Source: an optimization exercise on an open RTL-to-GDS flow (aim: small area and a short achievable clock period). Production flows keep margins and buffers that such runs may drop. In this exercise RTL edits were held to simulation tests only and were not proved equivalent to the original. No activity file was given, so power comes from the tool's default toggle rates. No driver is modelled on the clock port, so clocking that relies on it looks cheaper here than on a real chip.

== try-pepper ==
## EEE_IMGPROC
module EEE_IMGPROC(
	clk,
	reset_n,
	s_chipselect,
	s_read,
	s_write,
	s_readdata,
	s_writedata,
	s_address,
	sink_data,
	sink_valid,
	sink_ready,
	sink_sop,
	sink_eop,
	source_data,
	source_valid,
	source_ready,
	source_sop,
	source_eop,
	mode
);
input	clk;
input	reset_n;
input							s_chipselect;
input							s_read;
input							s_write;
output	reg	[31:0]				s_readdata;
input	[31:0]					s_writedata;
input	[2:0]					s_address;
input	[23:0]            		sink_data;
input							sink_valid;
output							sink_ready;
input							sink_sop;
input							sink_eop;
output	[23:0]			  	   	source_data;
output							source_valid;
input							source_ready;
output							source_sop;
output							source_eop;
input                         	mode;
function lt10;     
	input [9:0] a, b;
	integer i;
	reg c;
	begin
		c = 1'b0;
		for (i = 0; i < 10; i = i + 1)
			c = (~a[i] & b[i]) | ((~a[i] | b[i]) & c);
		lt10 = c;
	end
endfunction
function lt11;     
	input [10:0] a, b;
	integer i;
	reg c;
	begin
		c = 1'b0;
		for (i = 0; i < 11; i = i + 1)
			c = (~a[i] & b[i]) | ((~a[i] | b[i]) & c);
		lt11 = c;
	end
endfunction
function [10:0] inc11;
	input [10:0] a;
	integer i;
	reg c;
	begin
		c = 1'b1;
		for (i = 0; i < 11; i = i + 1) begin
			inc11[i] = a[i] ^ c;
			c = a[i] & c;
		end
	end
endfunction
function [7:0] dec8;
	input [7:0] a;
	integer i;
	reg b;
	begin
		b = 1'b1;
		for (i = 0; i < 8; i = i + 1) begin
			dec8[i] = a[i] ^ b;
			b = ~a[i] & b;
		end
	end
endfunction
  ...
Size: ~0.038 mm^2 of cells after synthesis.
clock: 30.0 ns
lec_check: 0
abc_area: 1
cap_margin: 20
core_area: 2 2 331.27 331.27
cts_cluster_diameter: 100
cts_cluster_size: 30
die_area: 0 0 333.27 333.27
slew_margin: 20
standard.sh (not shown) runs the stock make flow with config.mk's settings and CLKGATE_MAP_FILE= SYNTH_SCRIPT=/design/flow/synth_recipe.tcl, a recipe that flattens the netlist after the stock synthesis.
==> flow/flow/run.sh <==
#!/bin/bash
# Standard synthesis; then OpenROAD's restructure for area on its netlist
# (flow/restructure.tcl, registers untouched; its ABC gets the platform's
# liberty less the don't-use cells, written by flow/filter_lib.py); then the
# standard layout, with
# the port buffers made of buf_1 instead of the flow's default (a slow delay
# buffer), clock tree synthesis without dummy loads, and timing repair asked
# for 17.8 ns of setup slack (it then speeds up the path from source_ready
# and sink_valid to sink_ready, the only one that short of it). Each tool's full log:
# orfs/logs/ (ORFS steps), make_synth.log and make.log (make's output),
# filter_lib.log, restructure.log and rmp_abc.log (the area recovery).
set -euo pipefail
bash standard.sh synth > make_synth.log 2>&1
mkdir -p rmp
python3 flow/filter_lib.py "$FLOW_HOME/platforms/sky130hd/lib/sky130_fd_sc_hd__tt_025C_1v80.lib" rmp/lib_no_dont_use.lib > filter_lib.log 2>&1
openroad -no_init -exit flow/restructure.tcl > restructure.log 2>&1
touch orfs/results/sky130hd/EEE_IMGPROC/base/1_synth.sdc
bash standard.sh "BUFFER_PORTS_ARGS=-buffer_cell sky130_fd_sc_hd__buf_1" "SETUP_SLACK_MARGIN=17.8" \
  "CTS_ARGS=-sink_clustering_enable -repair_clock_nets -sink_clustering_size 30 -sink_clustering_max_diameter 100 -dont_use_dummy_load" \
  finish > make.log 2>&1
Other scripts of this flow, unchanged in this note and not shown: flow/flow/filter_lib.py, flow/flow/restructure.tcl
## Diff of input files: try-quartz against try-pepper
Settings: CTS_CLUSTER_DIAMETER now 90, was 100; CTS_CLUSTER_SIZE now 26, was 30.
==> flow/flow/run.sh <==
#!/bin/bash
# Standard synthesis; then OpenROAD's restructure for area on its netlist
# (flow/restructure.tcl, registers untouched; its ABC gets the platform's
# liberty less the don't-use cells, written by flow/filter_lib.py); then the
# standard layout, with
# the port buffers made of buf_2 instead of the flow's default (a slow delay
# buffer), clock tree synthesis without dummy loads, and timing repair asked
# for 17.8 ns of setup slack (it then speeds up the path from source_ready
# and sink_valid to sink_ready, the only one that short of it). Each tool's full log:
# orfs/logs/ (ORFS steps), make_synth.log and make.log (make's output),
# filter_lib.log, restructure.log and rmp_abc.log (the area recovery).
set -euo pipefail
bash standard.sh synth > make_synth.log 2>&1
mkdir -p rmp
python3 flow/filter_lib.py "$FLOW_HOME/platforms/sky130hd/lib/sky130_fd_sc_hd__tt_025C_1v80.lib" rmp/lib_no_dont_use.lib > filter_lib.log 2>&1
openroad -no_init -exit flow/restructure.tcl > restructure.log 2>&1
touch orfs/results/sky130hd/EEE_IMGPROC/base/1_synth.sdc
bash standard.sh "BUFFER_PORTS_ARGS=-buffer_cell sky130_fd_sc_hd__buf_2" "SETUP_SLACK_MARGIN=17.8" \
  "CTS_ARGS=-sink_clustering_enable -repair_clock_nets -sink_clustering_size 26 -sink_clustering_max_diameter 90 -dont_use_dummy_load" \
  finish > make.log 2>&1
--- outcome ---
- Portion of the clock cycle consumed by the worst path in the final layout: try-quartz vs try-pepper — no meaningful difference
- Re reg-to-reg setup timing slack: try-pepper was lower than try-quartz.
- Routed wire length: try-quartz vs try-pepper, no meaningful difference
- Summary — fraction of power consumed by combinational cells, try-quartz relative to try-pepper: lower, by 0.7 points.
- From try-pepper to try-quartz the numbers moved as follows: total number of vias saw little to no change, post-cts gate resize count -2, first-pass GRT wire length roughly the same, design area grew by 0.73%.
The inputs of try-tundra differ from those of try-quartz as listed below.
Settings: CTS_CLUSTER_SIZE changed from 26 to 30; CTS_CLUSTER_DIAMETER changed from 90 to 100.
-- flow/flow/run.sh --
<<< try-quartz, line 17
touch orfs/results/sky130hd/EEE_IMGPROC/base/1_synth.sdc
bash standard.sh "BUFFER_PORTS_ARGS=-buffer_cell sky130_fd_sc_hd__buf_2" "SETUP_SLACK_MARGIN=17.8" \
  "CTS_ARGS=-sink_clustering_enable -repair_clock_nets -sink_clustering_size 26 -sink_clustering_max_diameter 90 -dont_use_dummy_load" \
  finish > make.log 2>&1
>>> try-tundra, line 17
touch orfs/results/sky130hd/EEE_IMGPROC/base/1_synth.sdc
bash standard.sh "BUFFER_PORTS_ARGS=-buffer_cell sky130_fd_sc_hd__buf_2" "SETUP_SLACK_MARGIN=17.8" \
  "CTS_ARGS=-sink_clustering_enable -repair_clock_nets -sink_clustering_size 30 -sink_clustering_max_diameter 100 -dont_use_dummy_load" \
  finish > make.log 2>&1
Findings:
try-tundra vs. try-quartz: share of the final layout cell area in multi-input gates went up by 0.17 points. The run showing the greater sequential share of power is try-tundra. try-tundra vs. try-quartz: register fraction of the total cell area has increased; detailed-route vias per instance has remained practically unchanged; share of power burned in combinational logic has increased. Looking at design area across try-tundra and try-quartz, the one that comes out higher is try-quartz. The number of standard cells in the final layout excluding fillers was comparable across try-tundra and try-quartz. NOTE: number of non-clock buffers in the layout in try-tundra falls short of that of try-quartz.


## rev 12
Another version of the RTL of EEE_IMGPROC (not shown whole).
Size: about 4100 cells after synthesis, ~130 I/O pins, about 0.039 mm² of cells after synthesis.
==> flow/config.mk <==
export PLATFORM = sky130hd
export DESIGN_NAME = EEE_IMGPROC
export DESIGN_NICKNAME = EEE_IMGPROC
export VERILOG_FILES = /design/flow/design.v
export SDC_FILE = /design/flow/constraint.sdc
export NUM_CORES = 4
export LEC_CHECK = 0
export ABC_AREA = 1
export CAP_MARGIN = 0
export CORE_AREA = 2 2 331.27 331.27
export CTS_CLUSTER_DIAMETER = 90
export CTS_CLUSTER_SIZE = 26
export DIE_AREA = 0 0 333.27 333.27
export GPL_TIMING_DRIVEN = 0
export SLEW_MARGIN = 0
==> flow/constraint.sdc <==
create_clock -name core_clock -period 30.0 [get_ports {clk}]
set_input_delay 6.0000 -clock core_clock [delete_from_list [all_inputs] [get_ports {clk}]]
set_output_delay 6.0000 -clock core_clock [all_outputs]
set_load 0.01 [all_outputs]
==> flow/flow/run.sh <==
#!/bin/bash
# Standard synthesis; then OpenROAD's restructure for area on its netlist
# (flow/restructure.tcl, registers untouched; its ABC gets the platform's
# liberty less the don't-use cells, written by flow/filter_lib.py); then the
# standard layout, with
# the port buffers made of buf_2 instead of the flow's default (a slow delay
# buffer) and clock tree synthesis without dummy loads. Each tool's full log:
# orfs/logs/ (ORFS steps), make_synth.log and make.log (make's output),
# filter_lib.log, restructure.log and rmp_abc.log (the area recovery).
set -euo pipefail
bash standard.sh synth > make_synth.log 2>&1
mkdir -p rmp
python3 flow/filter_lib.py "$FLOW_HOME/platforms/sky130hd/lib/sky130_fd_sc_hd__tt_025C_1v80.lib" rmp/lib_no_dont_use.lib > filter_lib.log 2>&1
openroad -no_init -exit flow/restructure.tcl > restructure.log 2>&1
touch orfs/results/sky130hd/EEE_IMGPROC/base/1_synth.sdc
bash standard.sh "BUFFER_PORTS_ARGS=-buffer_cell sky130_fd_sc_hd__buf_2" \
  "CTS_ARGS=-sink_clustering_enable -repair_clock_nets -sink_clustering_size 26 -sink_clustering_max_diameter 90 -dont_use_dummy_load" \
  finish > make.log 2>&1
Other scripts of this flow, unchanged in this note and not shown: flow/flow/filter_lib.py, flow/flow/restructure.tcl
Relative to rev 12, the following input files were edited for rev 13:
Settings: SLEW_MARGIN now 20, was 0; CAP_MARGIN now 20, was 0; GPL_TIMING_DRIVEN no longer set, was 0.
--- outcome ---
Summary of rev 13 over rev 12: clock latency reported for the late side of the worst-skew pair barely changed; maximum net fanout on the critical path barely changed.
NOTE: first-pass GRT wire length in rev 13 exceeds that of rev 12
On cell area, rev 13 and rev 12 are neck and neck.
On fraction of standard cell area that is sequential, rev 12 tracks rev 13 almost exactly.
Delta (rev 13 minus rev 12): total power about even, internal power of the cells about even.


Starting RTL as in the previous note.
Settings: LEC_CHECK=0, ABC_AREA=1, CAP_MARGIN=20, CORE_AREA=2 2 331.27 331.27, CTS_CLUSTER_DIAMETER=100, CTS_CLUSTER_SIZE=30, DIE_AREA=0 0 333.27 333.27, SLEW_MARGIN=20; clock period 30.0 ns.
==> flow/flow/run.sh <==
#!/bin/bash
# Standard layout, with the port buffers made of buf_2 instead of the flow's
# default choice (a slow delay buffer), and clock tree synthesis without
# dummy loads. Each tool's full log is under orfs/logs/; make's own output
# goes to make.log.
set -euo pipefail
bash standard.sh "BUFFER_PORTS_ARGS=-buffer_cell sky130_fd_sc_hd__buf_2" \
  "CTS_ARGS=-sink_clustering_enable -repair_clock_nets -sink_clustering_size 30 -sink_clustering_max_diameter 100 -dont_use_dummy_load" \
  finish > make.log 2>&1
The baseline finished clean.
Then changed:
--- a/flow/flow/run.sh
+++ b/flow/flow/run.sh
@@ -6,4 +6,4 @@
 set -euo pipefail
 bash standard.sh "BUFFER_PORTS_ARGS=-buffer_cell sky130_fd_sc_hd__buf_2" \
-  "CTS_ARGS=-sink_clustering_enable -repair_clock_nets -sink_clustering_size 30 -sink_clustering_max_diameter 100 -dont_use_dummy_load" \
+  "CTS_ARGS=-sink_clustering_enable -repair_clock_nets -sink_clustering_size 22 -sink_clustering_max_diameter 80 -dont_use_dummy_load" \
   finish > make.log 2>&1
--- a/flow/config.mk
+++ b/flow/config.mk
@@ -9,6 +9,6 @@
 export CAP_MARGIN = 20
 export CORE_AREA = 2 2 331.27 331.27
-export CTS_CLUSTER_DIAMETER = 100
-export CTS_CLUSTER_SIZE = 30
+export CTS_CLUSTER_DIAMETER = 80
+export CTS_CLUSTER_SIZE = 22
 export DIE_AREA = 0 0 333.27 333.27
 export SLEW_MARGIN = 20
Outcome:
- The new run produced a clean layout
- non-clock buffer count does not change
- setup slack hardly moves
- sequential power is about the same
- final area came out higher by 0.66%
- sequential share of layout area came out lower by 0.29 points
- via count came out higher by 0.52%
- clock skew is about the same

==> what the ideal ports hide <==
No port has a modelled driver above. Below, the same layouts with a new extraction and two added sets of constraints.
Step 1 assumes that a clkbuf_16 drives the clock port and a buf_2 every other input.
Step 2 adds t to the input delays and takes it off the output delays; t is the mean of the earliest and latest rising clock arrival at the registers after step 1. Input paths then give back, and output paths get back, about the clock's delay inside the block.
Three values: ideal, step 1, step 2; two values: the first two.
| run | t (ns) | setup WS [ns] | clock arrival spread, ns | cell pins on the clock port's net |
|---|---|---|---|---|
| try-pepper | 0.715 | 17.591 / 17.559 / 17.559 | 0.034 / 0.034 | 1 |
| try-quartz | 0.651 | 17.563 / 17.531 / 17.531 | 0.042 / 0.042 | 1 |
| try-tundra | 0.716 | 17.562 / 17.531 / 17.531 | 0.072 / 0.071 | 1 |
| rev 12 | 0.639 | 17.401 / 17.377 / 17.377 | 0.072 / 0.072 | 1 |
| rev 13 | 0.647 | 17.510 / 17.490 / 17.490 | 0.092 / 0.092 | 1 |
| the first run of note 3 | 0.653 | 17.530 / 17.508 / 17.508 | 0.114 / 0.114 | 1 |
| the second run of note 3 | 0.661 | 17.530 / 17.508 / 17.508 | 0.115 / 0.115 | 1 |
After both steps setup and hold are still met in every run listed.
